What follows belongs to an exercise in optimizing a design on an open flow for small area; a production flow would make more cautious choices.
In this exercise RTL edits were held to simulation tests only and were not proved equivalent to the original.
Power figures rest on the tool's default switching activity, not on a simulated workload.

<file path="design/flow/flow/run.sh">
#!/bin/bash
# Own layout flow: the standard flow (standard.sh) with these changes.
#  - Synthesis maps the logic with an area-oriented ABC script (area.abc)
#    instead of ORFS's delay-oriented one, and without ORFS's pre-mapping
#    of full/half adders, so ABC sees all of the logic.
#  - The ports are buffered with the smallest buffer, buf_1.
#  - CTS builds the clock tree from clkbuf_16 without dummy loads.
# Everything else (the synthesis passes, register names, floorplan, power
# grid, placement, CTS, routing) is the standard flow.
set -euo pipefail
W=$(pwd)
F=$W/flow

# The standard flow's synthesis script, with its abc call given our script
{
  head -n 1 synth_recipe.tcl
  cat <<TCL
proc abc {args} {
  set i [lsearch \$args -script]
  if {\$i >= 0} {
    set args [lreplace \$args \$i [expr {\$i + 1}] -script $F/area.abc]
  }
  yosys abc {*}\$args
}
TCL
  tail -n +2 synth_recipe.tcl
} > own_synth.tcl

CTS="-sink_clustering_enable -repair_clock_nets -dont_use_dummy_load"
CTS="$CTS -sink_clustering_size 30 -sink_clustering_max_diameter 80"
CTS="$CTS -buf_list sky130_fd_sc_hd__clkbuf_16"

sed -e "s#SYNTH_SCRIPT=[^ ]*#SYNTH_SCRIPT=$W/own_synth.tcl ADDER_MAP_FILE= 'BUFFER_PORTS_ARGS=-buffer_cell sky130_fd_sc_hd__buf_1' 'CTS_ARGS=$CTS'#" \
  standard.sh > own_standard.sh

bash own_standard.sh > own_flow.log 2>&1
</file>
<file path="design/flow/flow/area.abc">
strash
dch -f
amap
topo
</file>
<file path="design/flow/standard.sh">
#!/bin/bash
# synth_recipe.tcl (not shown) runs the flow's synth.tcl, then flattens the netlist and writes it again
# the make line also repeats each setting of config.mk as NAME=value (left out here)
make -C /OpenROAD-flow-scripts/flow DESIGN_CONFIG=/design/flow/config.mk WORK_HOME=/design/flow/orfs CLKGATE_MAP_FILE= SYNTH_SCRIPT=/design/flow/synth_recipe.tcl "${@:-finish}"
</file>
<file path="design/flow/config.mk">
export PLATFORM = sky130hd
export DESIGN_NAME = uSFFT
export DESIGN_NICKNAME = uSFFT
export VERILOG_FILES = /design/flow/design.v
export SDC_FILE = /design/flow/constraint.sdc
export NUM_CORES = 4
export LEC_CHECK = 0
export CAP_MARGIN = 20
export CORE_MARGIN = 2
export CORE_UTILIZATION = 40
export SLEW_MARGIN = 20
</file>
<file path="design/flow/constraint.sdc">
create_clock -name core_clock -period 4.0 [get_ports {iClk}]
set_input_delay 0.8000 -clock core_clock [delete_from_list [all_inputs] [get_ports {iClk}]]
set_output_delay 0.8000 -clock core_clock [all_outputs]
set_load 0.01 [all_outputs]
</file>
<file path="design/flow/design.v">
module uSADD (
    input wire iClk,
    input wire iRstN,
    input wire iA,
    input wire iB,
    output reg oC
);
    reg acc0;
    always@(posedge iClk or negedge iRstN) begin
        if(~iRstN) begin
            acc0 <= 1'b0;
            oC <= 1'b0;
        end else begin
            acc0 <= acc0 ^ iA ^ iB;
            oC <= (acc0 & iA) | (acc0 & iB) | (iA & iB);
        end
    end
endmodule
module uSSUB (
    input wire iClk,
    input wire iRstN,
    input wire iBiZero,
    input wire iA,
    input wire iB,
    output reg oAdd,
    output reg oSub
);
    reg acc0;
    wire sub0 = acc0 ^ iBiZero;
    wire iBn = ~iB;
    always@(posedge iClk or negedge iRstN) begin
        if(~iRstN) begin
            acc0 <= 1'b0;
            oAdd <= 1'b0;
            oSub <= 1'b0;
        end else begin
            acc0 <= acc0 ^ iA ^ iB;
            oAdd <= (acc0 & iA) | (acc0 & iB) | (iA & iB);
            oSub <= (sub0 & iA) | (sub0 & iBn) | (iA & iBn);
        end
    end
endmodule
module uMUL_bi (
    input wire iClk,
    input wire iRstN,
    input wire iClr,
    input wire iA,
    input wire [2:0] iT,
    input wire [7:0] iwReal,
    input wire [7:0] iwImg,
    output wire oMultReal,
    output wire oMultImg
);
    reg [8:0] nBot;
    reg [8:3] nTopHi;
    wire [2:0] nTopLo = iT[2:0] - nBot[2:0];
    wire [8:0] nTop = {nTopHi, nTopLo};
    wire [8:0] n = iA ? nBot : nTop;
    wire [7:0] g = n[7:0] ^ n[8:1];
    always@(posedge iClk or negedge iRstN) begin
        if(~iRstN) begin
            nBot <= 9'd0;
            nTopHi <= 6'd0;
        end else begin
            if(iClr) begin
                nBot <= 9'd0;
                nTopHi <= 6'd0;
            end else begin
                nBot <= nBot + {8'd0, iA};
                nTopHi <= nTopHi + {5'd0, ~iA & (&nTopLo)};
            end
        end
    end
    wire [8:0] cR;
    wire [8:0] cI;
    assign cR[8] = 1'b0;
    assign cI[8] = 1'b0;
    genvar i;
    generate
        for (i = 0; i < 8; i = i + 1) begin : g_cmp
            assign cR[i] = (iwReal[7-i] & ~g[i]) | (cR[i+1] & (iwReal[7-i] | ~g[i]));
            assign cI[i] = (iwImg[7-i] & ~g[i]) | (cI[i+1] & (iwImg[7-i] | ~g[i]));
        end
    endgenerate
    assign oMultReal = ~(iA ^ cR[0]);
    assign oMultImg = ~(iA ^ cI[0]);
endmodule
module uButterfly (
    input wire iClk,
    input wire iRstN,
    input wire iClr,
    input wire iBiZero,
    input wire [2:0] iT,
    input wire iReal0,
    input wire iImg0,
    input wire iReal1,
    input wire iImg1,
    input wire [7:0] iwReal,
    input wire [7:0] iwImg,
    output wire oReal0,
    output wire oImg0,
    output wire oReal1,
    output wire oImg1
);
    wire eq_Real1_x_wReal;
    wire eq_Real1_x_wImg;
    wire eq_Img1_x_wReal;
    wire eq_Img1_x_wImg;
    wire scalerReal0;
    wire scalerImg0;
    wire real_eq;
    wire img_eq;
    uMUL_bi u_uMUL_bi_Real1 (
        .iClk(iClk),
        .iRstN(iRstN),
        .iClr(iClr),
        .iA(iReal1),
        .iT(iT),
        .iwReal(iwReal),
        .iwImg(iwImg),
        .oMultReal(eq_Real1_x_wReal),
        .oMultImg(eq_Real1_x_wImg)
    );
    uMUL_bi u_uMUL_bi_Img1 (
        .iClk(iClk),
        .iRstN(iRstN),
        .iClr(iClr),
        .iA(iImg1),
        .iT(iT),
        .iwReal(iwReal),
        .iwImg(iwImg),
        .oMultReal(eq_Img1_x_wReal),
        .oMultImg(eq_Img1_x_wImg)
    );
    uSSUB u_uSSUB_realeq (
        .iClk(iClk),
        .iRstN(iRstN),
        .iBiZero(iBiZero),
        .iA(eq_Real1_x_wReal),
        .iB(eq_Img1_x_wImg),
        .oAdd(),
        .oSub(real_eq)
    );
    uSADD u_uSADD_imgeq (
        .iClk(iClk),
        .iRstN(iRstN),
        .iA(eq_Real1_x_wImg),
        .iB(eq_Img1_x_wReal),
        .oC(img_eq)
    );
    uSADD u_uSADD_scalerReal (
        .iClk(iClk),
        .iRstN(iRstN),
        .iA(iReal0),
        .iB(iBiZero),
        .oC(scalerReal0)
    );
    uSADD u_uSADD_scalerImg (
        .iClk(iClk),
        .iRstN(iRstN),
        .iA(iImg0),
        .iB(iBiZero),
        .oC(scalerImg0)
    );
    uSSUB u_uSSUB_oReal (
        .iClk(iClk),
        .iRstN(iRstN),
        .iBiZero(iBiZero),
        .iA(scalerReal0),
        .iB(real_eq),
        .oAdd(oReal0),
        .oSub(oReal1)
    );
    uSSUB u_uSSUB_oImg (
        .iClk(iClk),
        .iRstN(iRstN),
        .iBiZero(iBiZero),
        .iA(scalerImg0),
        .iB(img_eq),
        .oAdd(oImg0),
        .oSub(oImg1)
    );
endmodule
module uSFFT #(
    parameter BITWIDTH = 8,
    parameter BINPUT = 2
) (
    input wire iClk,
    input wire iRstN,
    input wire loadW,
    input wire iClr,
    input wire iAReal0,
    input wire iAImg0,
    input wire iAReal1,
    input wire iAImg1,
    input wire iBReal0,
    input wire iBImg0,
    input wire iBReal1,
    input wire iBImg1,
    input wire [BITWIDTH-1:0] iwReal,
    input wire [BITWIDTH-1:0] iwImg,
    output wire oCReal0,
    output wire oCImg0,
    output wire oCReal1,
    output wire oCImg1,
    output wire oDReal0,
    output wire oDImg0,
    output wire oDReal1,
    output wire oDImg1
);
    reg [7:0] wReal;
    reg [7:0] wImg;
    reg biZero;
    reg [2:0] cycT;  
    always@(posedge iClk or negedge iRstN) begin
        if(~iRstN) begin
            wReal <= 8'd0;
            wImg <= 8'd0;
        end else begin
            if(loadW) begin
                wReal <= iwReal;
                wImg <= iwImg;
            end
        end
    end
    always@(posedge iClk or negedge iRstN) begin
        if(~iRstN) begin
            biZero <= 1'b0;
        end else begin
            biZero <= ~biZero;
        end
    end
    always@(posedge iClk or negedge iRstN) begin
        if(~iRstN) begin
            cycT <= 3'd0;
        end else begin
            if(iClr) begin
                cycT <= 3'd0;
            end else begin
                cycT <= cycT + 3'd1;
            end
        end
    end
    wire mid1_Real0;
    wire mid1_Img0;
    wire mid1_Real1;
    wire mid1_Img1;
    wire mid2_Real0;
    wire mid2_Img0;
    wire mid2_Real1;
    wire mid2_Img1;
    uButterfly u_uButterfly_in1 (
        .iClk(iClk), .iRstN(iRstN), .iClr(iClr), .iBiZero(biZero), .iT(cycT),
        .iReal0(iAReal0), .iImg0(iAImg0), .iReal1(iAReal1), .iImg1(iAImg1),
        .iwReal(wReal), .iwImg(wImg),
        .oReal0(mid1_Real0), .oImg0(mid1_Img0), .oReal1(mid1_Real1), .oImg1(mid1_Img1)
    );
    uButterfly u_uButterfly_in2 (
        .iClk(iClk), .iRstN(iRstN), .iClr(iClr), .iBiZero(biZero), .iT(cycT),
        .iReal0(iBReal0), .iImg0(iBImg0), .iReal1(iBReal1), .iImg1(iBImg1),
        .iwReal(wReal), .iwImg(wImg),
        .oReal0(mid2_Real0), .oImg0(mid2_Img0), .oReal1(mid2_Real1), .oImg1(mid2_Img1)
    );
    uButterfly u_uButterfly_out13 (
        .iClk(iClk), .iRstN(iRstN), .iClr(iClr), .iBiZero(biZero), .iT(cycT),
        .iReal0(mid1_Real0), .iImg0(mid1_Img0), .iReal1(mid2_Real0), .iImg1(mid2_Img0),
        .iwReal(wReal), .iwImg(wImg),
        .oReal0(oCReal0), .oImg0(oCImg0), .oReal1(oCReal1), .oImg1(oCImg1)
    );
    uButterfly u_uButterfly_out24 (
        .iClk(iClk), .iRstN(iRstN), .iClr(iClr), .iBiZero(biZero), .iT(cycT),
        .iReal0(mid1_Real1), .iImg0(mid1_Img1), .iReal1(mid2_Real1), .iImg1(mid2_Img1),
        .iwReal(wReal), .iwImg(wImg),
        .oReal0(oDReal0), .oImg0(oDImg0), .oReal1(oDReal1), .oImg1(oDImg1)
    );
endmodule
</file>
==> run summary, run 1 <==
Logic synthesis:
- The cell area that synthesis handed to floorplanning was 10,700 um^2.
- The part of the Yosys area used for sequential elements is 45.8%.
- The number of synthesized register bits is 196.
- After synthesis, the mean cell area works out to 8.16 um^2.
- The post-synthesis net count is 1,339.
- The warning count from the yosys run is 4.
- The cell count after synthesis came out at 1,311.
- In this run, distinct cell masters in the synthesized netlist total 16.

Clock network:
- The maximum number of buffers from clock root to sink is 2.
- Clock-pin slew was measured on the worst setup and hold paths at 0.07 ns.
- The clock reaches the later pin of the worst-skew pair after 0.45 ns.
- Clock tree synthesis found a total of 196 sinks.
- Counting the buffers created by CTS gives 17.
- The maximum level of the CTS H-tree is 4.
- Clock tree synthesis selected as its root buffer the cell clkbuf_16.
- The hold buffer count at cts is 0.
- TritonCTS built the clock tree.
- The number of gates resized after cts is 0.
- The number of setup buffers added after CTS is 0.

Route:
- Summing over every cut layer, the via total after detailed routing is 9,695.
- The number of search-and-repair iterations in the first detailed-routing pass is 5.
- Wires add up to 27,200 um.
- Using the TritonRoute via totals, the vias-per-cell ratio works out to 5.61.
- In the routed design, unresolved DRC markers number 0.
- After detailed routing, the average wire length per cell comes to 15.7 um.
- The post-detailed-route count of antenna-violating nets is 0.
- The count of routing violations after the opening detailed-route iteration is 664.

Setup path:
- The critical path is of the reg -> reg type.
- The worst reg2reg path endpoint is u_uButterfly_out13.u_uSSUB_realeq.acc0$_DFF_PN0_.
- The count of cells along the worst register-to-register path is 20.
- The register-to-register setup slack is 0.44 ns.
- The arrival time reported for the critical path endpoint is 3.92 ns.
- The worst setup path is captured at a flip-flop.
- Of all nets on the critical path, the largest fanout is 9.
- STA classifies the critical path startpoint as a flip-flop.
- The dominant delay contributor by cell family on the critical path is compound AO/OA/AOI/OAI gates.
- The highest cell delay on the worst timing path is 0.51 ns.
- The critical path data required time is 4.37 ns.
- The signal on the critical path passes through clkinv_1, o22ai_1, nand2_1, o21ai_0, clkinv_1, o22ai_1, o21ai_0, nand2_1, o221a_1, a221o_1, o221a_1, a221o_1, o21ai_0, nor2_1, a21oi_1, o21ai_0, nor2_1, a21oi_1, nor2_1, a21oi_1.
- The cell at the slowest stage of the critical path is dfrtp_1.
- The most frequent cell on the critical path is o21ai_0.
- Counting both buffers and inverters, the worst setup path holds a total of 2.
- The worst flop-to-flop path startpoint is u_uButterfly_in2.u_uSSUB_oReal.oAdd$_DFF_PN0_.

Timing:
- At the pin with the least slew margin, the transition time is 0.781 ns.
- The worst-case setup margin in the final layout is 0.443 ns.
- The final hold violation count is 0.
- The worst slew slack as a fraction of its limit is 48.0%.
- The final number of setup-violating endpoints is 0.
- The maximum achievable frequency is 0.281 GHz.
- The post-route setup TNS is 0 ns.
- The final-report max-slew violation count came to 0.
- The time the worst path needs with I/O delays and setup is 3.56 ns.
- The setup skew after layout is 0.0307 ns.
- Setup repair after global routing left no endpoint under its margin.
- After layout, the worst path uses 88.9% of the clock period.

Floorplanning:
- The x dimension of the die is 168 um.
- The floorplan has 59 rows.
- The die outline area is 28,100 um^2.
- Measured along the y axis, the die boundary spans 168 um.
- For this configuration, the core starts out at a cell density of 40.9%.
- During I/O placement, the number of pins put on the boundary was 36.
- In this run the standard cell core region covers 26,100 um^2.

Power:
- The worst supply voltage drop on vdd is 316 uV.
- The leakage power is 4.82 nW.
- The share of total power dissipated in the clock network is 21.2%.
- The switching component of the power is 2.65 mW.
- The part of the power in combinational logic is 40.8%.
- Power spread over the standard cell area amounts to 565 nW/um^2.
- The internal power consumption is 4.11 mW.
- The total power draw is 6.76 mW.
- Net switching is 39.2% of the power.
- Sequential cells burn 38.1% of the power.

Final layout:
- The number of diodes added for antenna fixing is 0.
- The fraction of layout cells with a size suffix above 1 is 3.66%.
- In the final design database the tool counted 1,424 nets.
- Once layout is complete, the utilization of the core stands at 45.8%.
- The synthesis-to-finish area growth is 11.8%.
- With fillers left out, the area of the finished cells amounts to 12,000 um^2.

Placement:
- The number of input and output port buffers inserted is 35.
- The placement-stage cell area is 11,500 um^2.
- Routability-driven placement finished with a final weighted congestion of 0.843.
- Detailed placement finished with a half-perimeter wire length of 18,900 um.
- The worst setup timing slack at the placement stage is 0.312 ns.

Global route:
- The first-pass GRT wire length is 45,000 um.
- Entering global routing, the biggest net connects 74 pins.
- The number of global-route vias before repair is 8,771.
- The final global-route overflow total is 0.
- The initial antenna violation count is 0.
- Global routing used 20.1% of the available tracks.

Flow run:
- The tool flagged a number of max-cap violations equal to 0.

Min path:
- The min-delay analysis places its worst path in the category in -> async.

Outcome:
- The run finished with no timing, DRC or antenna violations.
==> metal layers <==
| metal | vias to the layer above | part of all wire [%] | GRT usage (%) |
|---|---|---|---|
| met3 | 29 | 3.5 | 2.88 |
| li1 | 5020 | - | - |
| met2 | 179 | 47 | 34.0 |
| met5 | - | 0 | 0 |
| met4 | 0 | 2.0 | 6.39 |
| met1 | 4467 | 47 | 26.7 |
==> power by group through the flow <==
stage / sequential (mW) / combinational, mW / clock [mW]
after floorplan: 2.56 / 2.07 / 0
after global placement: 2.60 / 2.68 / 0
after detailed placement: 2.60 / 2.74 / 0
after CTS: 2.57 / 2.75 / 1.47
after global routing: 2.60 / 3.18 / 1.55
final: 2.57 / 2.76 / 1.43
==> cell type report <==
class	count	area [um^2]
multi-input combinational	1004	5380
tap	335	419
sequential	196	4900
fill	2602	14200
inverter	111	420
timing repair buffer	66	409
clock buffer	17	425
==> cell usage in the layout (no fill, tap or decap), drive strengths merged <==
| cell type | netlist | final |
|---|---|---|
| a211oi | 32 | 32 |
| a21oi | 134 | 134 |
| a221o | 32 | 32 |
| a221oi | 9 | 9 |
| a22oi | 1 | 1 |
| and2 | 39 | 39 |
| and3 | 49 | 49 |
| buf | 0 | 64 |
| clkbuf | 0 | 19 |
| clkinv | 111 | 110 |
| clkinvlp | 0 | 1 |
| dfrtp | 196 | 196 |
| nand2 | 81 | 81 |
| nor2 | 275 | 275 |
| nor3 | 91 | 91 |
| o21ai | 83 | 83 |
| o221a | 32 | 32 |
| o22a | 12 | 12 |
| o22ai | 134 | 134 |
==> sequential cells by signal (all words and copies together) (netlist names), 9 cells and up <==
register / flops
u_uButterfly_out24.u_uMUL_bi_Img1.nBot: 9
u_uButterfly_in1.u_uMUL_bi_Real1.nBot: 9
u_uButterfly_in2.u_uMUL_bi_Real1.nBot: 9
u_uButterfly_out13.u_uMUL_bi_Img1.nBot: 9
u_uButterfly_out13.u_uMUL_bi_Real1.nBot: 9
u_uButterfly_in1.u_uMUL_bi_Img1.nBot: 9
u_uButterfly_out24.u_uMUL_bi_Real1.nBot: 9
u_uButterfly_in2.u_uMUL_bi_Img1.nBot: 9
==> logic make-up (layout without fill, tap and decap cells) <==
group,count (synthesis),count (layout),share of synthesized area (%)
compound gates,469,469,28.4
simple gates,535,535,21.9
flops,196,196,45.8
buf+inv,111,194,3.89
==> worst max path at each step <==
stage	startpoint	endpoint	slack [ns]	cells after the start
finish	u_uButterfly_in2.u_uSSUB_oReal.oAdd$_DFF_PN0_	u_uButterfly_out13.u_uSSUB_realeq.acc0$_DFF_PN0_	0.44	20
global route	u_uButterfly_in2.u_uSSUB_oReal.oAdd$_DFF_PN0_	u_uButterfly_out13.u_uSADD_imgeq.acc0$_DFF_PN0_	0.02	20
CTS	cycT[1]$_DFF_PN0_	u_uButterfly_out24.u_uSSUB_realeq.acc0$_DFF_PN0_	0.45	18
detailed placement	iBReal1	u_uButterfly_in2.u_uSSUB_realeq.acc0$_DFF_PN0_	0.31	21
global placement	iBReal1	u_uButterfly_in2.u_uSSUB_realeq.acc0$_DFF_PN0_	0.38	21
floorplan	iAReal1	u_uButterfly_in1.u_uSSUB_realeq.acc0$_DFF_PN0_	0.65	20
==> per-stage QoR <==
step	hold slack (ns)	std cells
6_report	0.461	1729
5_1_grt	0.502	1729
4_1_cts	0.480	1729
3_5_place_dp	0.469	1712
3_3_place_gp	0.465	1712
2_1_floorplan	0.446	1311
==> Yosys cell counts, drive strengths merged <==
| library cell | count | share of area, % |
|---|---|---|
| o221a | 32 | 3.4 |
| o22ai | 134 | 7.8 |
| a211oi | 32 | 2.2 |
| and3 | 49 | 2.9 |
| clkinv | 111 | 3.9 |
| a21oi | 134 | 6.3 |
| nand2 | 81 | 2.8 |
| a221oi | 9 | 0.74 |
| a221o | 32 | 3.0 |
| and2 | 39 | 2.3 |
| nor2 | 275 | 9.6 |
| o21ai | 83 | 3.9 |
| o22a | 12 | 0.98 |
| dfrtp | 196 | 46 |
| nor3 | 91 | 4.3 |
| a22oi | 1 | 0.070 |
==> run 2: changes to the inputs <==
--- a/design/flow/flow/run.sh
+++ b/design/flow/flow/run.sh
@@ -6,3 +6,3 @@
 #  - The ports are buffered with the smallest buffer, buf_1.
-#  - CTS builds the clock tree from clkbuf_16 without dummy loads.
+#  - CTS builds the clock tree from clkbuf_8 without dummy loads.
 # Everything else (the synthesis passes, register names, floorplan, power
@@ -29,4 +29,4 @@
 CTS="-sink_clustering_enable -repair_clock_nets -dont_use_dummy_load"
-CTS="$CTS -sink_clustering_size 30 -sink_clustering_max_diameter 80"
-CTS="$CTS -buf_list sky130_fd_sc_hd__clkbuf_16"
+CTS="$CTS -sink_clustering_size 10 -sink_clustering_max_diameter 40"
+CTS="$CTS -buf_list sky130_fd_sc_hd__clkbuf_8"
 
==> run 2 against run 1 <==
Effect of this change:
- sequential cell count unchanged
- utilization fell by 0.73 points
- die area did not move
- via count shrank 0.43%
- synthesized cell count stayed put
- design area is 1.6% lower
- routed wire length fell by 0.40%
- highest routed layer unchanged
==> run summary, run 2 <==
Outcome:
- The run finished with no timing, DRC or antenna violations.

Clock network:
- The maximum level of the CTS H-tree came to 4 (unchanged).
- The number of clock sinks came to 196 (unchanged).
- The maximum number of buffers from clock root to sink is 2 (unchanged).
- The clock latency of the later-clocked register in the worst-skew pair came to 0.48 ns (+0.03 ns).
- The hold buffer count at cts is 0 (unchanged).
- The clock tree from TritonCTS is done.
- CTS placed an instance of clkbuf_8 at the clock tree root.
- The number of setup buffers added after CTS is 0 (unchanged).
- The number of CTS-inserted buffers came to 17 (unchanged).
- The clock transition at the registers of the reported paths was 0.10 ns (+0.03 ns).

Route:
- The number of search-and-repair iterations in the first detailed-routing pass came to 5 (unchanged).
- The overall routed net length is 27,100 um (-0.40%).
- The post-detailed-route count of antenna-violating nets is 0 (unchanged).
- The DRC violation count after routing came to 0 (unchanged).
- The count of routing violations after the opening detailed-route iteration is 654 (-1.5%).
- The count of vias placed by the detailed router came to 9,653 (-0.43%).
- The via-per-instance ratio came to 5.58 (-0.43%).
- The routed length per instance is 15.7 um (-0.40%).

Timing:
- The worst slew slack as a fraction of its limit is 46.9% (-1.0 points).
- The post-route setup TNS is 0 ns (unchanged).
- The final clock period utilization by the worst path is 88.8% (-0.13 points).
- The final number of setup-violating endpoints was 0 (unchanged).
- The time the worst path needs with I/O delays and setup is 3.55 ns (-0.00511 ns).
- The transition time at the pin with the least slew margin is 0.796 ns (+0.0156 ns).
- The maximum achievable frequency is 0.282 GHz (+0.14%).
- The setup skew after layout came to 0.0383 ns (+0.00756 ns).
- The final-report max-slew violation count was 0 (unchanged).
- The final hold violation count is 0 (unchanged).
- Setup repair after global routing left no endpoint under its margin.

Logic synthesis:
- The post-synthesis share of cell area spent on xor and xnor gates is 0% (unchanged).
- The post-synthesis async set-or-reset flop share came to 100% (unchanged).
- The most frequently used cell type in the post-synthesis netlist is nor2_1.
- The part of the Yosys area used for sequential elements is 45.8% (unchanged).
- The area share of the leading cell type in the synthesized netlist is 45.8% (unchanged).
- The post-synthesis net count was 1,339 (unchanged).
- By area, the combinational part of the netlist is dominated by compound AO/OA/AOI/OAI gates.
- Sorting the synthesized cells by how often they occur yields nor2_1 (275), dfrtp_1 (196), a21oi_1 (134), o22ai_1 (134), clkinv_1 (111).
- The post-synthesis cell count is 1,311 (unchanged).
- The mux contribution to synthesized area came to 0% (unchanged).
- The total standard cell area after synthesis is 10,700 um^2 (unchanged).
- The most area-hungry cell type in the Yosys netlist is dfrtp_1.
- The area share of and/or/nand/nor cells after synthesis came to 21.9% (unchanged).
- The fraction of the mapped netlist area in adder cells was 0% (unchanged).
- The number of distinct standard cells referenced by the synthesized netlist came to 16 (unchanged).
- The post-synthesis average cell area is 8.16 um^2 (unchanged).
- The warning count from the yosys run is 4 (unchanged).
- The share of the synthesized area in compound gates (AO/OA/AOI/OAI) is 28.4% (unchanged).
- The most used flip-flop cell after synthesis is dfrtp_1.
- The number of synthesized register bits is 196 (unchanged).
- After synthesis, the cell types taking the most area are dfrtp_1 (46%), nor2_1 (9.6%), o22ai_1 (7.8%).
- The count of flip-flops with a built-in enable after synthesis came to 0 (unchanged).

Flow run:
- The number of maximum-capacitance constraint violations is 0 (unchanged).

Placement:
- The placement-stage cell area is 11,500 um^2 (unchanged).
- The estimated wirelength of the detail-placed design is 18,900 um (unchanged).
- The number of input and output port buffers inserted was 35 (unchanged).
- The global placer's final weighted congestion is 0.843 (unchanged).

Floorplanning:
- The initial cell density of the core is 40.9% (unchanged).
- The die span in y is 168 um (unchanged).
- The area inside the core boundary is 26,100 um^2 (unchanged).
- The x dimension of the die is 168 um (unchanged).
- The number of core rows was 59 (unchanged).
- The die outline area is 28,100 um^2 (unchanged).
- The top-level I/O count is 36 (unchanged).

Final layout:
- The post-route cell area is 11,800 um^2 (-1.6%).
- The fraction of layout cells with a size suffix above 1 is 3.66% (unchanged).
- The number of diodes added for antenna fixing is 0 (unchanged).
- The number of nets in the layout came to 1,424 (unchanged).
- The leading cell type in the layout, fill and taps excluded is nor2_1.
- The layout filler cell count came to 2,635 (+1.3%).
- Leaving out fill and tap cells, the most frequent cells in the layout are nor2_1 (275), dfrtp_1 (196), a21oi_1 (134), o22ai_1 (134), clkinv_1 (110).
- The synthesis-to-finish area growth is 9.96%.
- The register cell area after layout is 4900 um^2 (unchanged).
- The multi-input gate area in the final layout was 5380 um^2 (unchanged).

Power:
- The leakage power came to 4.74 nW (-1.8%).
- The power per cell area came to 538 nW/um^2 (-4.8%).
- The worst supply voltage drop on vdd is 194 uV (-38%).

Setup path:
- The count of cells along the worst register-to-register path is 20 (unchanged).
- The peak fanout along the critical path is 9 (unchanged).
- The type of destination of the critical path is a flip-flop.
- The worst setup path is launched from a flip-flop.
- The arrival time reported for the critical path endpoint is 3.95 ns (+0.03 ns).
- The worst setup path is of the reg -> reg kind.
- The critical path data required time is 4.39 ns (+0.02 ns).

Global route:
- The total routing resource utilization after global routing was 20.0% (-0.088 points).
- The initial antenna violation count came to 0 (unchanged).
- The final global-route overflow total came to 0 (unchanged).
- The number of global-route vias before repair was 8,757 (-0.16%).
- The first-pass GRT wire length came to 44,800 um (-0.44%).
- The maximum number of pins on one net before global-route repair is 74 (unchanged).

Min path:
- The class of the most critical hold timing path is in -> async.
run 2: cell type report:
cell class / count / area share, %
multi-input combinational: 1004 / 45.7
timing repair buffer: 66 / 3.48
tap: 335 / 3.56
clock buffer: 17 / 1.99
inverter: 111 / 3.57
sequential: 196 / 41.7
run 2: worst max-delay path, cell delays in order (launching register included):
cell and delay (ns):
dfrtp_1 0.52, clkinv_1 0.26, o22ai_1 0.29, nand2_1 0.09, o21ai_0 0.20, clkinv_1 0.17, o22ai_1 0.17, o21ai_0 0.11
nand2_1 0.09, o221a_1 0.16, a221o_1 0.10, o221a_1 0.16, a221o_1 0.10, o21ai_0 0.07, nor2_1 0.12, a21oi_1 0.07
o21ai_0 0.41, nor2_1 0.07, a21oi_1 0.16, nor2_1 0.06, a21oi_1 0.12
run 2: metrics by stage:
| step | hold slack [ns] | worst slack (ns) | utilization, % | total power, mW | cells |
|---|---|---|---|---|---|
| 6_report | 0.427 | 0.448 | 45.0 | 6.33 | 1729 |
| 4_1_cts | 0.432 | 0.448 | 45.0 | 6.36 | 1729 |
| 2_1_floorplan | 0.446 | 0.648 | - | 4.63 | 1311 |
| 5_1_grt | 0.455 | 0.0264 | 45.0 | 6.91 | 1729 |
| 3_5_place_dp | 0.469 | 0.312 | 44.1 | 5.34 | 1712 |
| 3_3_place_gp | 0.465 | 0.375 | 44.1 | 5.28 | 1712 |
run 2: metal layers:
metal / GRT usage (%) / share of wire [%] / vias to the layer above
met5: 0 / 0 / -
met4: 6.28 / 2.1 / 0
met3: 3.00 / 3.5 / 28
met2: 33.6 / 47 / 169
met1: 26.6 / 47 / 4445
li1: - / - / 5011
run 2: kinds of logic after synthesis:
kind of cell | count (synthesis)
flip-flops | 196
buffers and inverters | 111
AO/OA/AOI/OAI | 469
AND/OR/NAND/NOR | 535
run 2: worst paths after layout:
check / start / slack (ns) / end
hold / removal: iRstN / 0.43 / u_uButterfly_out24.u_uMUL_bi_Real1.nTopHi[7]$_DFF_PN0_
setup reg to reg: u_uButterfly_in2.u_uSSUB_oReal.oAdd$_DFF_PN0_ / 0.45 / u_uButterfly_out13.u_uSSUB_realeq.acc0$_DFF_PN0_
min in group core_clock: u_uButterfly_in2.u_uMUL_bi_Real1.nBot[8]$_DFF_PN0_ / 0.48 / u_uButterfly_in2.u_uMUL_bi_Real1.nBot[8]$_DFF_PN0_
max in group asynchronous: iRstN / 2.68 / u_uButterfly_in1.u_uMUL_bi_Real1.nBot[7]$_DFF_PN0_
hold reg to reg: u_uButterfly_in2.u_uMUL_bi_Real1.nBot[8]$_DFF_PN0_ / 0.48 / u_uButterfly_in2.u_uMUL_bi_Real1.nBot[8]$_DFF_PN0_
setup / recovery: u_uButterfly_in2.u_uSSUB_oReal.oAdd$_DFF_PN0_ / 0.45 / u_uButterfly_out13.u_uSSUB_realeq.acc0$_DFF_PN0_
run 2: report_power, final:
group,internal (mW),total (mW),switching [mW]
Sequential,2.29,2.57,0.272
Clock,0.378,1.01,0.634
Combinational,1.07,2.75,1.68
run 2: timing repair:
action | CTS | global route
endpoints found under the hold margin | 0 | 0
setup endpoints to repair | 0 | 4
resized for setup | 0 | 1
==> run 3: changes to the inputs <==
--- a/design/flow/config.mk
+++ b/design/flow/config.mk
@@ -9,3 +9,4 @@
 export CORE_MARGIN = 2
-export CORE_UTILIZATION = 40
+export CORE_UTILIZATION = 60
+export GPL_TIMING_DRIVEN = 0
 export SLEW_MARGIN = 20
==> run 3 against run 2 <==
Effect of this change:
- still clean on timing, DRC and antenna
- worst setup slack got worse by 0.12 ns
- synthesized cell count is the same
- clock skew increased by 0.0020 ns
- global-route usage is 8.8 points higher
- fmax fell by 3.2%
- via count increased by 2.5%
- first-iteration DRC count increased by 15%
- utilization is 22 points higher
- die area fell by 33%
- non-clock buffer count shrank 8
- hold slack worse by 0.18 ns
- critical path type unchanged
- critical endpoint is now u_uButterfly_in1.u_uSSUB_realeq.oSub$_DFF_PN0_
- largest power group unchanged
- highest routed layer unchanged
==> run summary, run 3 <==
Outcome:
- The flow ran to the end and the layout has no timing, DRC or antenna violations.

Placement:
- The estimated wirelength of the detail-placed design is 17,700 um (-6.1%).
- The global placer's final weighted congestion was 0.829 (-1.6%).
- The number of input and output port buffers inserted is 35 (unchanged).

Logic synthesis:
- The number of distinct standard cells referenced by the synthesized netlist is 16 (unchanged).
- The area share of the leading cell type in the synthesized netlist is 45.8% (unchanged).
- The post-synthesis average cell area came to 8.16 um^2 (unchanged).
- Ranked by instance count, the synthesized netlist is headed by nor2_1 (275), dfrtp_1 (196), a21oi_1 (134), o22ai_1 (134), clkinv_1 (111).
- After synthesis, the cell types taking the most area are dfrtp_1 (46%), nor2_1 (9.6%), o22ai_1 (7.8%).
- The total standard cell area after synthesis is 10,700 um^2 (unchanged).
- The post-synthesis cell count is 1,311 (unchanged).
- The most area-hungry cell type in the Yosys netlist is dfrtp_1.
- The number of synthesized register bits is 196 (unchanged).
- The post-synthesis async set-or-reset flop share was 100% (unchanged).
- The flip-flop cell with the highest count after synthesis is dfrtp_1.
- The count of flip-flops with a built-in enable after synthesis is 0 (unchanged).
- Among all cell types in the netlist, the one instantiated most often is nor2_1.
- The part of the Yosys area used for sequential elements is 45.8% (unchanged).
- The warning count from the yosys run is 4 (unchanged).
- The post-synthesis net count is 1,339 (unchanged).

Timing:
- The maximum achievable frequency was 0.272 GHz (-3.2%).
- The final number of setup-violating endpoints is 0 (unchanged).
- The transition time at the pin with the least slew margin was 0.832 ns (+0.0361 ns).
- The final hold violation count is 0 (unchanged).
- The setup skew after layout is 0.0403 ns (+0.00200 ns).
- The final-report max-slew violation count was 0 (unchanged).
- The time the worst path needs with I/O delays and setup is 3.67 ns (+0.119 ns).
- The final clock period utilization by the worst path is 91.8% (+3.0 points).
- The worst slew slack as a fraction of its limit came to 44.5% (-2.4 points).
- The final worst hold slack came to 0.243 ns (-0.183 ns).

Route:
- The count of vias placed by the detailed router was 9,892 (+2.5%).
- The count of routing violations after the opening detailed-route iteration is 749 (+15%).
- The DRC violation count after routing was 0 (unchanged).
- The overall routed net length is 26,100 um (-3.5%).
- The post-detailed-route count of antenna-violating nets is 0 (unchanged).
- The number of search-and-repair iterations in the first detailed-routing pass is 5 (unchanged).
- The routed length per instance was 16.2 um (+3.6%).
- The via-per-instance ratio is 6.14 (+10%).

Setup path:
- The startpoint of the worst setup timing path is cycT[1]$_DFF_PN0_.
- The most numerous cell type found on the critical path is nor2_1.
- The dominant delay contributor by cell family on the critical path is compound AO/OA/AOI/OAI gates.
- The critical path data required time is 4.35 ns (-0.04 ns).
- The worst register-to-register path begins at cycT[1]$_DFF_PN0_.
- The number of logic stages on the critical path including buffering came to 18 (-10%).
- The peak fanout along the critical path is 18 (+9).
- The worst register-to-register path ends at u_uButterfly_in1.u_uSSUB_realeq.oSub$_DFF_PN0_.
- The critical path endpoint is u_uButterfly_in1.u_uSSUB_realeq.oSub$_DFF_PN0_.
- The arrival time reported for the critical path endpoint came to 4.02 ns (+0.07 ns).
- By startpoint and endpoint, the worst setup path is classified as reg -> reg.
- The register-to-register setup slack is 0.33 ns (-0.12 ns).
- The count of cells along the worst register-to-register path is 18 (-10%).
- The slowest stage of the critical path is the dfrtp_4 cell.
- STA classifies the critical path endpoint as a flip-flop.
- The critical path goes through clkinv_2, o22ai_1, nor2_1, a21oi_1, nor2_1, a21oi_1, o22ai_1, clkinv_1, o22ai_1, o221a_1, a221o_1, o21ai_0, nor2_1, a21oi_1, nor2_1, a21oi_1, nor2_1, o21ai_0.
- STA classifies the critical path startpoint as a flip-flop.
- The count of buffer and inverter cells on the critical path is 2 (unchanged).
- The highest cell delay on the worst timing path is 0.61 ns (+0.09 ns).

Power:
- The worst supply voltage drop on vdd was 315 uV (+62%).
- The share of total power consumed by net switching was 40.7% (-0.25 points).
- The part of the power in combinational logic is 43.1% (-0.4 points).
- The power per cell area came to 542 nW/um^2 (+0.71%).
- The leakage power was 4.74 nW (+0.15%).
- The fraction of power consumed by the clock network came to 15.6% (-0.4 points).
- The switching component of the power is 2.58 mW (-0.44%).
- The fraction of power consumed by sequential logic came to 41.3% (+0.8 points).
- The internal power consumption is 3.77 mW (+0.60%).

Floorplanning:
- The x dimension of the die came to 138 um (-18%).
- The number of core rows was 48 (-19%).
- The area inside the core boundary came to 17,400 um^2 (-34%).
- The die span in y is 138 um (-18%).
- The top-level I/O count is 36 (unchanged).
- The initial cell density of the core is 61.6% (+21 points).
- The die outline area is 18,900 um^2 (-33%).

Clock network:
- The clock transition at the registers of the reported paths is 0.11 ns (about the same).
- The maximum number of buffers from clock root to sink came to 2 (unchanged).
- The maximum level of the CTS H-tree was 4 (unchanged).
- The hold buffer count at cts is 0 (unchanged).
- The number of CTS-inserted buffers came to 17 (unchanged).
- The clock latency of the later-clocked register in the worst-skew pair is 0.49 ns (about the same).
- CTS placed an instance of clkbuf_8 at the clock tree root.
- The number of clock sinks was 196 (unchanged).
- The clock tree from TritonCTS is done.

Final layout:
- The final design utilization came to 67.4% (+22 points).
- The number of nets in the layout is 1,416 (-0.56%).
- The number of diodes added for antenna fixing is 0 (unchanged).
- The leading cell type in the layout, fill and taps excluded is nor2_1.
- The fraction of layout cells with a size suffix above 1 is 4.55% (+0.89 points).
- The synthesis-to-finish area growth is 9.38%.
- The library cells used most frequently in the layout, excluding fill and tap cells, are nor2_1 (275), dfrtp_1 (192), a21oi_1 (134).

Flow run:
- The number of maximum-capacitance constraint violations is 0 (unchanged).

Global route:
- The maximum number of pins on one net before global-route repair came to 40 (-46%).
- The initial antenna violation count is 0 (unchanged).
- The total routing resource utilization after global routing was 28.8% (+8.8 points).
- The final global-route overflow total came to 0 (unchanged).
- The first-pass GRT wire length is 42,400 um (-5.3%).
- The number of global-route vias before repair is 8,645 (-1.3%).

Min path:
- The class of the most critical hold timing path is in -> async.
==> run 3: cell types whose count changed in the layout (fill, tap and decap cells not counted), moves of 4 or more <==
cell / before / now
buf_12: 3 / 9
buf_4: 28 / 14
clkinv_1: 110 / 102
clkinvlp_4: 1 / 6
dfrtp_1: 196 / 192
o21ai_0: 83 / 78
o21ai_1: 0 / 5
o22ai_1: 134 / 129
o22ai_2: 0 / 5
==> run 3: cell type report <==
cell class | instances | area [um^2]
repair buffers | 58 | 423
multi-input cells | 1004 | 5410
flip-flops and latches | 196 | 4910
fillers | 1478 | 5650
clock buffers | 17 | 234
inverters | 111 | 443
well taps | 225 | 282
==> run 3: logic make-up (layout without fill, tap and decap cells) <==
family                 Yosys count  count (layout)  share of synthesized area [%]
flip-flops                     196             196                           45.8
buffers and inverters          111             186                           3.89
AO/OA/AOI/OAI                  469             469                           28.4
AND/OR/NAND/NOR                535             535                           21.9
==> run 3: power by group through the flow <==
stage                     Sequential (mW)  Clock (mW)  Combinational (mW)
after floorplan                      2.56           0                2.07
after global placement               2.64           0                2.51
after CTS                            2.60        1.01                2.62
final                                2.62       0.991                2.73
after global routing                 2.67        1.08                3.12
after detailed placement             2.64           0                2.61
==> run 3: worst min path at each step <==
stage / end / cells past startpoint
2_1_floorplan: u_uButterfly_in1.u_uMUL_bi_Img1.nBot[8]$_DFF_PN0_ / 1
3_3_place_gp: u_uButterfly_out24.u_uMUL_bi_Img1.nBot[8]$_DFF_PN0_ / 1
3_5_place_dp: u_uButterfly_in2.u_uMUL_bi_Img1.nBot[8]$_DFF_PN0_ / 1
4_1_cts: u_uButterfly_out24.u_uMUL_bi_Real1.nBot[8]$_DFF_PN0_ / 1
5_1_grt: u_uButterfly_out24.u_uMUL_bi_Real1.nBot[8]$_DFF_PN0_ / 1
6_report: u_uButterfly_out24.u_uMUL_bi_Real1.nTopHi[7]$_DFF_PN0_ / 1
==> run 3: timing repair <==
action,in CTS,in global routing
gates resized for setup,4,23
pin swaps,0,0
buffers inserted,0,14
endpoints found under the setup margin,16,16
==> run 3: per-layer routing <==
metal | track usage (%) | vias up | wire (um)
li1 | - | 5011 | -
met1 | 40.4 | 4580 | 12200
met2 | 44.9 | 251 | 11800
met3 | 6.03 | 50 | 1550
met4 | 9.22 | 0 | 621
met5 | 0 | - | 0
==> run 3: per-stage QoR <==
step | std cells | worst slack (ns) | setup TNS, ns | power [mW] | area [um^2]
2_1_floorplan | 1311 | 0.648 | 0 | 4.63 | 10700
3_5_place_dp | 1580 | -0.593 | -5.24 | 5.26 | 11300
5_1_grt | 1611 | -0.0185 | -0.0196 | 6.87 | 11700
6_report | 1611 | 0.329 | 0 | 6.34 | 11700
4_1_cts | 1597 | 0.0689 | 0 | 6.24 | 11500
3_3_place_gp | 1571 | -7.25 | -1558.19 | 5.15 | 11100
==> run 4: changes to the inputs <==
--- a/design/flow/config.mk
+++ b/design/flow/config.mk
@@ -10,3 +10,2 @@
 export CORE_UTILIZATION = 60
-export GPL_TIMING_DRIVEN = 0
 export SLEW_MARGIN = 20
==> run 4 against run 3 <==
Effect of this change:
- die area unchanged
- non-clock buffer count increased by 4
- first-iteration DRC count increased by 21%
- worst setup slack improved by 0.098 ns
- still clean
- critical endpoint is now u_uButterfly_out24.u_uSADD_imgeq.acc0$_DFF_PN0_
- largest power group unchanged
- register-to-register slack improved by 0.098 ns
- clock power increased by 0.4%
- area after synthesis unchanged
- fmax increased by 2.8%
- largest cell class unchanged
- routed wire length decreased by 1.2%
==> run summary, run 4 <==
Power:
- The power per cell area is 544 nW/um^2 (+0.44%).
- The total power draw is 6.31 mW (-0.50%).
- The internal power consumption came to 3.75 mW (-0.37%).
- The switching component of the power is 2.56 mW (-0.68%).
- The fraction of power consumed by sequential logic is 41.0% (-0.3 points).
- The share of total power consumed by net switching is 40.6% (-0.075 points).
- The fraction of power consumed by the clock network was 15.8% (+0.2 points).
- The worst supply voltage drop on vdd is 420 uV (+33%).
- The part of the power in combinational logic is 43.3% (+0.2 points).
- The leakage power is 4.72 nW (-0.51%).

Floorplanning:
- The die span in y is 138 um (unchanged).
- The number of core rows is 48 (unchanged).
- The die outline area was 18,900 um^2 (unchanged).
- The initial cell density of the core is 61.6% (unchanged).
- The area inside the core boundary came to 17,400 um^2 (unchanged).
- The x dimension of the die was 138 um (unchanged).
- The top-level I/O count came to 36 (unchanged).

Route:
- The number of search-and-repair iterations in the first detailed-routing pass is 5 (unchanged).
- The overall routed net length came to 25,800 um (-1.2%).
- The count of routing violations after the opening detailed-route iteration is 906 (+21%).
- The routed length per instance came to 16.0 um (-1.5%).
- The count of vias placed by the detailed router is 9,839 (-0.54%).
- The DRC violation count after routing is 0 (unchanged).
- The via-per-instance ratio was 6.09 (-0.78%).
- The post-detailed-route count of antenna-violating nets is 0 (unchanged).

Logic synthesis:
- The area share of and/or/nand/nor cells after synthesis was 21.9% (unchanged).
- The post-synthesis cell count is 1,311 (unchanged).
- The number of distinct standard cells referenced by the synthesized netlist is 16 (unchanged).
- The count of flip-flops with a built-in enable after synthesis was 0 (unchanged).
- The post-synthesis share of cell area spent on xor and xnor gates is 0% (unchanged).
- The combinational family with the most area after synthesis is compound AO/OA/AOI/OAI gates.
- The part of the Yosys area used for sequential elements is 45.8% (unchanged).
- For this run, the leading register cell type out of synthesis is dfrtp_1.
- The post-synthesis async set-or-reset flop share is 100% (unchanged).
- Counting instances in the post-synthesis netlist gives the leading cell types as nor2_1 (275), dfrtp_1 (196), a21oi_1 (134), o22ai_1 (134), clkinv_1 (111).
- The most frequently used cell type in the post-synthesis netlist is nor2_1.
- The post-synthesis net count was 1,339 (unchanged).
- The area share of the leading cell type in the synthesized netlist is 45.8% (unchanged).
- The warning count from the yosys run is 4 (unchanged).
- The mux contribution to synthesized area is 0% (unchanged).
- By area the synthesized netlist is led by dfrtp_1 (46%), nor2_1 (9.6%), o22ai_1 (7.8%).
- The share of the synthesized area in compound gates (AO/OA/AOI/OAI) was 28.4% (unchanged).
- Of all cell types, the one taking the most synthesized area is dfrtp_1.
- The number of synthesized register bits is 196 (unchanged).
- The post-synthesis average cell area was 8.16 um^2 (unchanged).
- The fraction of the mapped netlist area in adder cells is 0% (unchanged).
- The total standard cell area after synthesis is 10,700 um^2 (unchanged).

Final layout:
- The top cell types in the final layout, fill and taps aside, are nor2_1 (275), dfrtp_1 (196), a21oi_1 (134), o22ai_1 (134), clkinv_1 (111).
- The layout filler cell count is 1,475 (-0.20%).
- The synthesis-to-finish area growth is 8.36%.
- The number of diodes added for antenna fixing is 0 (unchanged).
- Leaving out fill and tap cells, the most frequent cell in the layout is nor2_1.
- The number of nets in the layout was 1,420 (+0.28%).
- The number of non-filler instances in the completed layout is 1,615 (+0.25%).
- The final design utilization is 66.8% (-0.63 points).
- The post-route cell area came to 11,600 um^2 (-0.93%).
- The fraction of layout cells with a size suffix above 1 is 3.31% (-1.2 points).

Placement:
- The number of input and output port buffers inserted is 35 (unchanged).
- The estimated wirelength of the detail-placed design is 17,700 um (about the same).
- The placement-stage cell area was 11,400 um^2 (+0.58%).
- The number of placed cells counting well taps came to 1,598 (+1.1%).
- The worst setup timing slack at the placement stage is 0.0896 ns (+0.683 ns).
- The global placer's final weighted congestion is 0.869 (+4.8%).

Timing:
- The worst slew slack as a fraction of its limit is 40.3% (-4.3 points).
- The time the worst path needs with I/O delays and setup is 3.57 ns (-0.0984 ns).
- The worst-case setup margin in the final layout is 0.428 ns (+0.0984 ns).
- The setup skew after layout was 0.0349 ns (-0.00541 ns).
- The maximum achievable frequency is 0.280 GHz (+2.8%).
- The transition time at the pin with the least slew margin is 0.896 ns (+0.0640 ns).
- The post-route setup TNS is 0 ns (unchanged).
- The final worst hold slack is 0.423 ns (+0.180 ns).
- The final number of setup-violating endpoints is 0 (unchanged).
- The final clock period utilization by the worst path is 89.3% (-2.5 points).
- The final hold violation count was 0 (unchanged).
- Setup repair after global routing left no endpoint under its margin.
- The final-report max-slew violation count is 0 (unchanged).

Setup path:
- The type of the setup path with the least slack is reg -> reg.
- The register-to-register setup slack came to 0.43 ns (+0.10 ns).
- The peak fanout along the critical path is 9 (-9).
- The arrival time reported for the critical path endpoint was 3.96 ns (-0.06 ns).
- The worst setup path is launched from a flip-flop.
- The worst reg2reg path endpoint is u_uButterfly_out24.u_uSADD_imgeq.acc0$_DFF_PN0_.
- The worst setup path is captured at a flip-flop.
- In this run the worst setup path begins at cycT[1]$_DFF_PN0_.
- The count of cells along the worst register-to-register path is 21 (+3).
- The critical path data required time was 4.39 ns (+0.04 ns).
- The worst flop-to-flop path startpoint is cycT[1]$_DFF_PN0_.

Clock network:
- The maximum level of the CTS H-tree was 4 (unchanged).
- The maximum number of buffers from clock root to sink came to 2 (unchanged).
- The clock latency of the later-clocked register in the worst-skew pair is 0.48 ns (about the same).
- TritonCTS built the clock tree.
- The number of clock sinks is 196 (unchanged).
- The number of CTS-inserted buffers is 17 (unchanged).
- The number of setup buffers added after CTS is 0 (unchanged).
- The clock transition at the registers of the reported paths is 0.10 ns (about the same).
- The clock root buffer is clkbuf_8.

Global route:
- The maximum number of pins on one net before global-route repair is 83 (+110%).
- The initial antenna violation count is 0 (unchanged).
- The final global-route overflow total is 0 (unchanged).
- The first-pass GRT wire length is 42,700 um (+0.59%).
- The total routing resource utilization after global routing came to 28.8% (about the same).
- The number of global-route vias before repair is 8,626 (-0.22%).

Flow run:
- The number of maximum-capacitance constraint violations is 0 (unchanged).

Outcome:
- The flow ran to the end and the layout has no timing, DRC or antenna violations.

Min path:
- The tightest min-delay check is of the in -> async type.
## run 4: cell counts after synthesis
Identical to the previous run, type by type.
## run 4: worst max path at each step
stage                                                           end  slack [ns]  cells past startpoint
finish              u_uButterfly_out24.u_uSADD_imgeq.acc0$_DFF_PN0_        0.43                     21
global route         u_uButterfly_in1.u_uSSUB_realeq.acc0$_DFF_PN0_        0.06                     22
CTS                 u_uButterfly_out24.u_uSADD_imgeq.acc0$_DFF_PN0_        0.50                     21
detailed placement   u_uButterfly_in1.u_uSSUB_realeq.acc0$_DFF_PN0_        0.09                     22
global placement     u_uButterfly_in1.u_uSSUB_realeq.acc0$_DFF_PN0_        0.28                     22
floorplan            u_uButterfly_in1.u_uSSUB_realeq.acc0$_DFF_PN0_        0.65                     20
## run 4: layer usage
layer,track usage [%],share of wire [%],up-vias
met2,45.7,45,247
li1,-,-,5022
met5,0,0,-
met4,6.59,1.2,0
met1,41.6,48,4541
met3,5.00,5.3,29
## run 4: timing repair
action | 4_1_cts | 5_1_grt
hold buffers | 0 | 0
gates resized for setup | 0 | 1
setup endpoints to repair | 0 | 1
## run 4: worst max-delay path, stage by stage (launching register included)
cell      delay (ns)
dfrtp_1         0.35
clkinv_1        0.42
o22ai_1         0.38
nor2_1          0.08
a21oi_1         0.17
nor2_1          0.07
a21oi_1         0.16
o22ai_1         0.12
clkinv_1        0.09
o22ai_1         0.08
buf_4           0.17
o221a_1         0.20
a221o_1         0.25
o21ai_0         0.08
nor2_1          0.06
a21oi_1         0.17
nor2_1          0.06
a21oi_1         0.21
nand2_1         0.10
o21ai_0         0.11
nor2_1          0.06
a21oi_1         0.12
## run 4: cell families after synthesis
kind of cell,count (synthesis)
AND/OR/NAND/NOR,535
AO/OA/AOI/OAI,469
flip-flops,196
buffers and inverters,111
## run 4: layout make-up
cell class | count | area, um^2 | area share, %
repair buffers | 62 | 379 | 3.27
inverters | 111 | 417 | 3.59
flip-flops and latches | 196 | 4900 | 42.3
multi-input cells | 1004 | 5380 | 46.4
well taps | 225 | 282 | 2.43
clock buffers | 17 | 234 | 2.02
## run 4: power groups by stage
stage / registers, mW / logic (mW) / clock network [mW]
2_1_floorplan: 2.56 / 2.07 / 0
3_3_place_gp: 2.61 / 2.64 / 0
3_5_place_dp: 2.62 / 2.70 / 0
4_1_cts: 2.58 / 2.71 / 1.01
5_1_grt: 2.63 / 3.14 / 1.09
6_report: 2.59 / 2.73 / 0.995
==> run 5: changes to the inputs <==
--- a/design/flow/config.mk
+++ b/design/flow/config.mk
@@ -9,3 +9,3 @@
 export CORE_MARGIN = 2
-export CORE_UTILIZATION = 60
+export CORE_UTILIZATION = 80
 export SLEW_MARGIN = 20
==> run 5 against run 4 <==
Effect of this change:
- still clean
- worst setup slack got worse by 0.091 ns
- final cell count fell by 3.3%
- critical path depth fell by 1
- global-route usage rose by 12 points
- synthesized cell count did not move
- combinational power rose by 1%
- area after synthesis did not move
- clock power fell by 2%
- design area fell by 0.94%
- register-to-register slack got worse by 0.09 ns
- clock skew fell by 0.0072 ns
- critical path type unchanged
==> run summary, run 5 <==
Power:
- The worst supply voltage drop on vdd is 357 uV (-15%).
- The leakage power was 4.69 nW (-0.72%).
- The power per cell area is 556 nW/um^2 (+2.1%).
- The total power draw is 6.38 mW (+1.1%).

Setup path:
- The critical path data required time is 4.41 ns (+0.02 ns).
- Grouping stages by cell kind, the critical path spends the most delay in compound AO/OA/AOI/OAI gates.
- The type of the setup path with the least slack is reg -> reg.
- The count of cells along the worst register-to-register path came to 20 (-4.8%).
- The worst setup path is captured at a flip-flop.
- The startpoint class of the critical path is a flip-flop.
- The count of buffer and inverter cells on the critical path is 1 (-2).
- The register-to-register setup slack is 0.34 ns (-0.09 ns).
- Traced cell by cell, the critical path runs through clkinvlp_4, o22ai_1, nor2_1, a21oi_1, o22ai_1, o21ai_0, nand2_1, o221a_1, a221o_1, o221a_1, a221o_1, o21ai_0, nor2_1, a21oi_1, nor2_1, a21oi_1, nand2_1, o21ai_0, nor2_1, a21oi_1.
- The worst flop-to-flop path startpoint is u_uButterfly_in2.u_uSSUB_oReal.oAdd$_DFF_PN0_.
- The peak fanout along the critical path is 11 (+2).
- The highest cell delay on the worst timing path is 0.59 ns (+0.17 ns).
- For this design, the slowest cell found on the critical path is dfrtp_1.
- The startpoint of the worst setup timing path is u_uButterfly_in2.u_uSSUB_oReal.oAdd$_DFF_PN0_.
- The endpoint identified for the worst register-to-register timing path is u_uButterfly_out13.u_uSADD_imgeq.acc0$_DFF_PN0_.
- The arrival time reported for the critical path endpoint is 4.07 ns (+0.11 ns).

Timing:
- The worst slew slack as a fraction of its limit is 45.0% (+4.8 points).
- The transition time at the pin with the least slew margin is 0.825 ns (-0.0713 ns).
- The final-report max-slew violation count was 0 (unchanged).
- The time the worst path needs with I/O delays and setup came to 3.66 ns (+0.0906 ns).
- The final worst hold slack is 0.352 ns (-0.0710 ns).
- Setup repair after global routing left no endpoint under its margin.
- The final hold violation count was 0 (unchanged).
- The post-route setup TNS is 0 ns (unchanged).
- The maximum achievable frequency is 0.273 GHz (-2.5%).
- The final number of setup-violating endpoints was 0 (unchanged).
- The setup skew after layout is 0.0276 ns (-0.00725 ns).
- The final clock period utilization by the worst path is 91.6% (+2.3 points).

Logic synthesis:
- By count the netlist is led by nor2_1 (275), dfrtp_1 (196), a21oi_1 (134), o22ai_1 (134), clkinv_1 (111).
- By area the synthesized netlist is led by dfrtp_1 (46%), nor2_1 (9.6%), o22ai_1 (7.8%).
- The part of the Yosys area used for sequential elements is 45.8% (unchanged).
- The post-synthesis average cell area is 8.16 um^2 (unchanged).
- The fraction of the mapped netlist area in adder cells is 0% (unchanged).
- The share of the synthesized area in compound gates (AO/OA/AOI/OAI) is 28.4% (unchanged).
- The post-synthesis net count came to 1,339 (unchanged).
- The total standard cell area after synthesis is 10,700 um^2 (unchanged).
- The number of distinct standard cells referenced by the synthesized netlist came to 16 (unchanged).
- The count of flip-flops with a built-in enable after synthesis came to 0 (unchanged).
- The post-synthesis share of cell area spent on xor and xnor gates is 0% (unchanged).
- Among all cell types in the netlist, the one instantiated most often is nor2_1.
- The area share of and/or/nand/nor cells after synthesis is 21.9% (unchanged).
- The warning count from the yosys run is 4 (unchanged).
- The post-synthesis cell count is 1,311 (unchanged).
- The most area-hungry cell type in the Yosys netlist is dfrtp_1.
- The combinational family with the most area after synthesis is compound AO/OA/AOI/OAI gates.
- The post-synthesis async set-or-reset flop share is 100% (unchanged).
- The number of synthesized register bits is 196 (unchanged).
- The flip-flop cell with the highest count after synthesis is dfrtp_1.
- The area share of the leading cell type in the synthesized netlist is 45.8% (unchanged).
- The mux contribution to synthesized area is 0% (unchanged).

Outcome:
- The run finished with no timing, DRC or antenna violations.

Route:
- The count of routing violations after the opening detailed-route iteration is 1,289 (+42%).
- The number of search-and-repair iterations in the first detailed-routing pass came to 7 (+2).
- The DRC violation count after routing is 0 (unchanged).
- The overall routed net length is 28,300 um (+9.8%).
- The via-per-instance ratio came to 6.88 (+13%).
- The routed length per instance is 18.2 um (+14%).
- The post-detailed-route count of antenna-violating nets is 0 (unchanged).
- The count of vias placed by the detailed router is 10.7k (+9.1%).

Min path:
- The min-delay analysis places its worst path in the category in -> async.

Placement:
- The number of input and output port buffers inserted is 35 (unchanged).
- The global placer's final weighted congestion is 0.920 (+5.9%).
- The estimated wirelength of the detail-placed design is 18,800 um (+6.1%).

Floorplanning:
- The die span in y is 120 um (-13%).
- The number of core rows came to 42 (-13%).
- The x dimension of the die came to 120 um (-13%).
- The top-level I/O count is 36 (unchanged).
- The die outline area was 14,300 um^2 (-24%).
- The initial cell density of the core came to 81.4% (+20 points).
- The area inside the core boundary came to 13,100 um^2 (-24%).

Global route:
- The number of global-route vias before repair came to 9,914 (+15%).
- The total routing resource utilization after global routing is 40.9% (+12 points).
- The maximum number of pins on one net before global-route repair is 96 (+16%).
- The initial antenna violation count came to 0 (unchanged).
- The final global-route overflow total came to 0 (unchanged).
- The first-pass GRT wire length was 46,500 um (+8.9%).

Clock network:
- TritonCTS built the clock tree.
- The number of clock sinks is 196 (unchanged).
- The clock latency of the later-clocked register in the worst-skew pair was 0.48 ns (about the same).
- The maximum number of buffers from clock root to sink came to 2 (unchanged).
- The maximum level of the CTS H-tree is 4 (unchanged).
- The number of CTS-inserted buffers was 17 (unchanged).
- The clock transition at the registers of the reported paths is 0.10 ns (about the same).
- The number of setup buffers added after CTS is 0 (unchanged).
- The clock root buffer is clkbuf_8.

Final layout:
- In the layout the commonest cells are nor2_1 (275), dfrtp_1 (195), a21oi_1 (134).
- The number of nets in the layout was 1,415 (-0.35%).
- The number of diodes added for antenna fixing came to 0 (unchanged).
- The fraction of layout cells with a size suffix above 1 is 3.25% (-0.060 points).
- The final design utilization is 87.4% (+21 points).
- The leading cell type in the layout, fill and taps excluded is nor2_1.
- The synthesis-to-finish area growth is 7.34%.

Flow run:
- The number of maximum-capacitance constraint violations is 0 (unchanged).
==> run 5: how the worst max path moves through the flow <==
| stage | to | slack [ns] | depth (start not counted) |
|---|---|---|---|
| after floorplan | u_uButterfly_in1.u_uSSUB_realeq.acc0$_DFF_PN0_ | 0.65 | 20 |
| after global placement | u_uButterfly_in2.u_uSSUB_realeq.acc0$_DFF_PN0_ | 0.47 | 21 |
| after detailed placement | u_uButterfly_in2.u_uSSUB_realeq.acc0$_DFF_PN0_ | 0.27 | 21 |
| after CTS | u_uButterfly_out13.u_uSADD_imgeq.acc0$_DFF_PN0_ | 0.32 | 20 |
| after global routing | u_uButterfly_out24.u_uSADD_imgeq.acc0$_DFF_PN0_ | 0.007 | 21 |
| final | u_uButterfly_out13.u_uSADD_imgeq.acc0$_DFF_PN0_ | 0.34 | 20 |
==> run 5: cell type report <==
| type | instances | area (um^2) |
|---|---|---|
| Sequential cell | 196 | 4910 |
| Tap cell | 176 | 220 |
| Multi-Input combinational cell | 1004 | 5390 |
| Fill cell | 733 | 1650 |
| Timing Repair Buffer | 57 | 317 |
| Clock buffer | 17 | 234 |
| Inverter | 111 | 424 |
==> run 5: metal layers <==
layer	track usage [%]	vias to the layer above	wire length, um
li1	-	4999	-
met1	54.0	4982	10700
met2	67.3	614	13700
met3	6.89	141	2740
met4	18.0	0	1290
met5	0	-	0
==> run 5: what timing repair did <==
item,in CTS,in global routing
resized for setup,0,7
hold buffers,0,0
endpoints found under the setup margin,0,6
==> run 5: kinds of logic after synthesis <==
group	count (synthesis)
AND/OR/NAND/NOR	535
buffers and inverters	111
flip-flops	196
AO/OA/AOI/OAI	469
==> run 5: per-stage QoR <==
| step | setup WS (ns) | std cells | cell area [um^2] |
|---|---|---|---|
| final | 0.337 | 1561 | 11500 |
| after global routing | 0.00714 | 1561 | 11500 |
| after CTS | 0.320 | 1561 | 11500 |
| after detailed placement | 0.272 | 1544 | 11200 |
| after global placement | 0.465 | 1544 | 11200 |
| after floorplan | 0.648 | 1311 | 10700 |
==> run 5: report_power, final <==
group          switching (mW)  internal [mW]  total (mW)
sequential              0.342           2.30        2.64
combinational            1.72           1.04        2.77
clock                   0.603          0.376       0.980
total                    2.67           3.72        6.38
==> run 6: changes to the inputs <==
--- a/design/flow/config.mk
+++ b/design/flow/config.mk
@@ -9,3 +9,3 @@
 export CORE_MARGIN = 2
-export CORE_UTILIZATION = 80
+export CORE_UTILIZATION = 70
 export SLEW_MARGIN = 20
==> run 6 against run 5 <==
Effect of this change:
- critical path depth decreased by 2
- fmax increased by 2.0%
- clock skew increased by 0.0079 ns
- largest power group unchanged
- highest routed layer unchanged
==> run summary, run 6 <==
Setup path:
- The arrival time reported for the critical path endpoint was 4.01 ns (-0.06 ns).
- The dominant delay contributor by cell family on the critical path is compound AO/OA/AOI/OAI gates.
- The startpoint class of the critical path is a flip-flop.
- The critical path data required time is 4.42 ns (about the same).
- The signal on the critical path passes through clkinv_1, o22ai_1, nor2_1, a21oi_1, a21oi_1, o22ai_1, clkinv_1, o22ai_1, o221a_1, a221o_1, o21ai_0, nor2_1, a21oi_1, o21ai_0, nor2_1, a21oi_1, nor2_1, a21oi_1.
- The highest cell delay on the worst timing path came to 0.41 ns (-0.18 ns).
- The count of buffer and inverter cells on the critical path came to 2 (+1).
- The peak fanout along the critical path is 9 (-2).
- The cell at the slowest stage of the critical path is o21ai_0.
- The type of the setup path with the least slack is reg -> reg.

Timing:
- The final-report max-slew violation count is 0 (unchanged).
- The worst slew slack as a fraction of its limit is 34.7% (-10 points).
- The maximum achievable frequency is 0.279 GHz (+2.0%).
- The time the worst path needs with I/O delays and setup was 3.59 ns (-0.0724 ns).
- Setup repair after global routing left no endpoint under its margin.
- The post-route setup TNS was 0 ns (unchanged).
- The worst-case setup margin in the final layout is 0.409 ns (+0.0724 ns).
- The final hold violation count is 0 (unchanged).
- The transition time at the pin with the least slew margin is 0.979 ns (+0.154 ns).

Placement:
- The worst setup timing slack at the placement stage is 0.0819 ns (-0.191 ns).
- The global placer's final weighted congestion is 0.895 (-2.8%).
- The estimated wirelength of the detail-placed design is 17,500 um (-6.8%).

Logic synthesis:
- The warning count from the yosys run is 4 (unchanged).
- The number of distinct standard cells referenced by the synthesized netlist is 16 (unchanged).
- The post-synthesis net count is 1,339 (unchanged).
- The post-synthesis async set-or-reset flop share is 100% (unchanged).
- By count the netlist is led by nor2_1 (275), dfrtp_1 (196), a21oi_1 (134), o22ai_1 (134), clkinv_1 (111).
- The area share of the leading cell type in the synthesized netlist is 45.8% (unchanged).
- The most frequently used cell type in the post-synthesis netlist is nor2_1.
- The count of flip-flops with a built-in enable after synthesis is 0 (unchanged).
- The most used flip-flop cell after synthesis is dfrtp_1.
- In the post-synthesis netlist, the biggest area contributors are dfrtp_1 (46%), nor2_1 (9.6%), o22ai_1 (7.8%).
- The total standard cell area after synthesis is 10,700 um^2 (unchanged).
- The number of synthesized register bits is 196 (unchanged).
- The part of the Yosys area used for sequential elements is 45.8% (unchanged).

Clock network:
- The number of CTS-inserted buffers is 17 (unchanged).
- The number of clock sinks is 196 (unchanged).
- The clock latency of the later-clocked register in the worst-skew pair is 0.48 ns (about the same).
- The maximum number of buffers from clock root to sink was 2 (unchanged).
- The maximum level of the CTS H-tree is 4 (unchanged).
- The clock tree from TritonCTS is done.

Route:
- The count of routing violations after the opening detailed-route iteration was 698 (-46%).
- The DRC violation count after routing came to 0 (unchanged).
- The overall routed net length came to 26,000 um (-8.4%).
- The routed length per instance is 16.5 um (-9.3%).
- The post-detailed-route count of antenna-violating nets is 0 (unchanged).

Floorplanning:
- The number of core rows is 45 (+7.1%).
- The area inside the core boundary is 15,100 um^2 (+15%).
- The die span in y was 128 um (+6.7%).
- The top-level I/O count is 36 (unchanged).
- The initial cell density of the core is 70.9% (-11 points).
- The x dimension of the die was 128 um (+6.7%).

Final layout:
- The number of diodes added for antenna fixing is 0 (unchanged).
- The synthesis-to-finish area growth is 7.55%.
- The final design utilization is 76.3% (-11 points).
- The number of nets in the layout came to 1,418 (+0.21%).
- The library cells used most frequently in the layout, excluding fill and tap cells, are nor2_1 (275), dfrtp_1 (196), a21oi_1 (134), o22ai_1 (134), clkinv_1 (111).
- The fraction of layout cells with a size suffix above 1 was 3.17% (-0.079 points).
- The leading cell type in the layout, fill and taps excluded is nor2_1.

Power:
- The worst supply voltage drop on vdd is 367 uV (+2.7%).
- The total power draw came to 6.29 mW (-1.4%).
- The power per cell area was 547 nW/um^2 (-1.6%).
- The leakage power is 4.70 nW (+0.31%).

Global route:
- The total routing resource utilization after global routing is 32.7% (-8.2 points).
- The maximum number of pins on one net before global-route repair came to 71 (-26%).
- The initial antenna violation count is 0 (unchanged).
- The number of global-route vias before repair is 8,988 (-9.3%).
- The final global-route overflow total is 0 (unchanged).

Flow run:
- The number of maximum-capacitance constraint violations is 0 (unchanged).

Outcome:
- The flow ran to the end and the layout has no timing, DRC or antenna violations.

Min path:
- The worst hold path belongs to the class reg -> reg.
run 6: cell count changes in the layout (fill, tap and decap cells not counted), moves of 2 or more:
cell	delta
buf_4	+3
o21ai_1	-2
o21ai_0	+2
clkinvlp_4	-2
clkinv_1	+2
run 6: metrics by stage:
step           area (um^2)  std cells  hold WS (ns)
3_5_place_dp         11300       1559         0.471
2_1_floorplan        10700       1311         0.446
6_report             11500       1576         0.489
4_1_cts              11500       1576         0.486
5_1_grt              11500       1576         0.498
3_3_place_gp         11300       1559         0.468
run 6: kinds of logic (layout without fill, tap and decap cells):
logic type	after synthesis	after routing	synth area share, %
buffers and inverters	111	188	3.89
DFF	196	196	45.8
and+or+nand+nor	535	535	21.9
AOI/OAI and AO/OA	469	469	28.4
run 6: what timing repair did:
item / CTS / global route
resized for setup: 0 / 1
endpoints found under the setup margin: 0 / 1
hold buffers: 0 / 0
run 6: worst reg2reg max path, delay by kind of cell, from the launching register on:
kind,cells,cell delay (ns)
simple gates,4,0.34
compound gates,12,2.34
buf+inv,2,0.53
flops,1,0.35
run 6: layer usage:
metal | track usage (%) | vias up | routed length (um)
met5 | 0 | - | 0
met4 | 10.8 | 0 | 545
met3 | 7.91 | 53 | 2160
met2 | 52.3 | 351 | 11800
met1 | 44.4 | 4592 | 11400
li1 | - | 5024 | -
run 6: worst paths after layout:
| path | from | endpoint | slack (ns) | cells after the start |
|---|---|---|---|---|
| min reg2reg | u_uButterfly_in2.u_uMUL_bi_Img1.nBot[8]$_DFF_PN0_ | u_uButterfly_in2.u_uMUL_bi_Img1.nBot[8]$_DFF_PN0_ | 0.49 | 1 |
| max reg2reg | cycT[1]$_DFF_PN0_ | u_uButterfly_out13.u_uSSUB_realeq.acc0$_DFF_PN0_ | 0.41 | 18 |
| max | cycT[1]$_DFF_PN0_ | u_uButterfly_out13.u_uSSUB_realeq.acc0$_DFF_PN0_ | 0.41 | 18 |
| min in group asynchronous | iRstN | u_uButterfly_out24.u_uMUL_bi_Img1.nBot[8]$_DFF_PN0_ | 0.50 | 1 |
| min | u_uButterfly_in2.u_uMUL_bi_Img1.nBot[8]$_DFF_PN0_ | u_uButterfly_in2.u_uMUL_bi_Img1.nBot[8]$_DFF_PN0_ | 0.49 | 1 |
| max in group asynchronous | iRstN | u_uButterfly_in1.u_uMUL_bi_Img1.nBot[8]$_DFF_PN0_ | 2.59 | 2 |
run 6: area by class of cell:
class / instances / area, um^2
Multi-Input combinational cell: 1004 / 5380
Timing Repair Buffer: 60 / 339
Sequential cell: 196 / 4900
Tap cell: 188 / 235
Inverter: 111 / 417
Clock buffer: 17 / 234
Fill cell: 1156 / 3580
run 6: power breakdown:
part / total (mW) / internal [mW] / switching (mW)
logic: 2.71 / 1.05 / 1.66
registers: 2.60 / 2.29 / 0.305
clock network: 0.981 / 0.377 / 0.604
total: 6.29 / 3.72 / 2.57
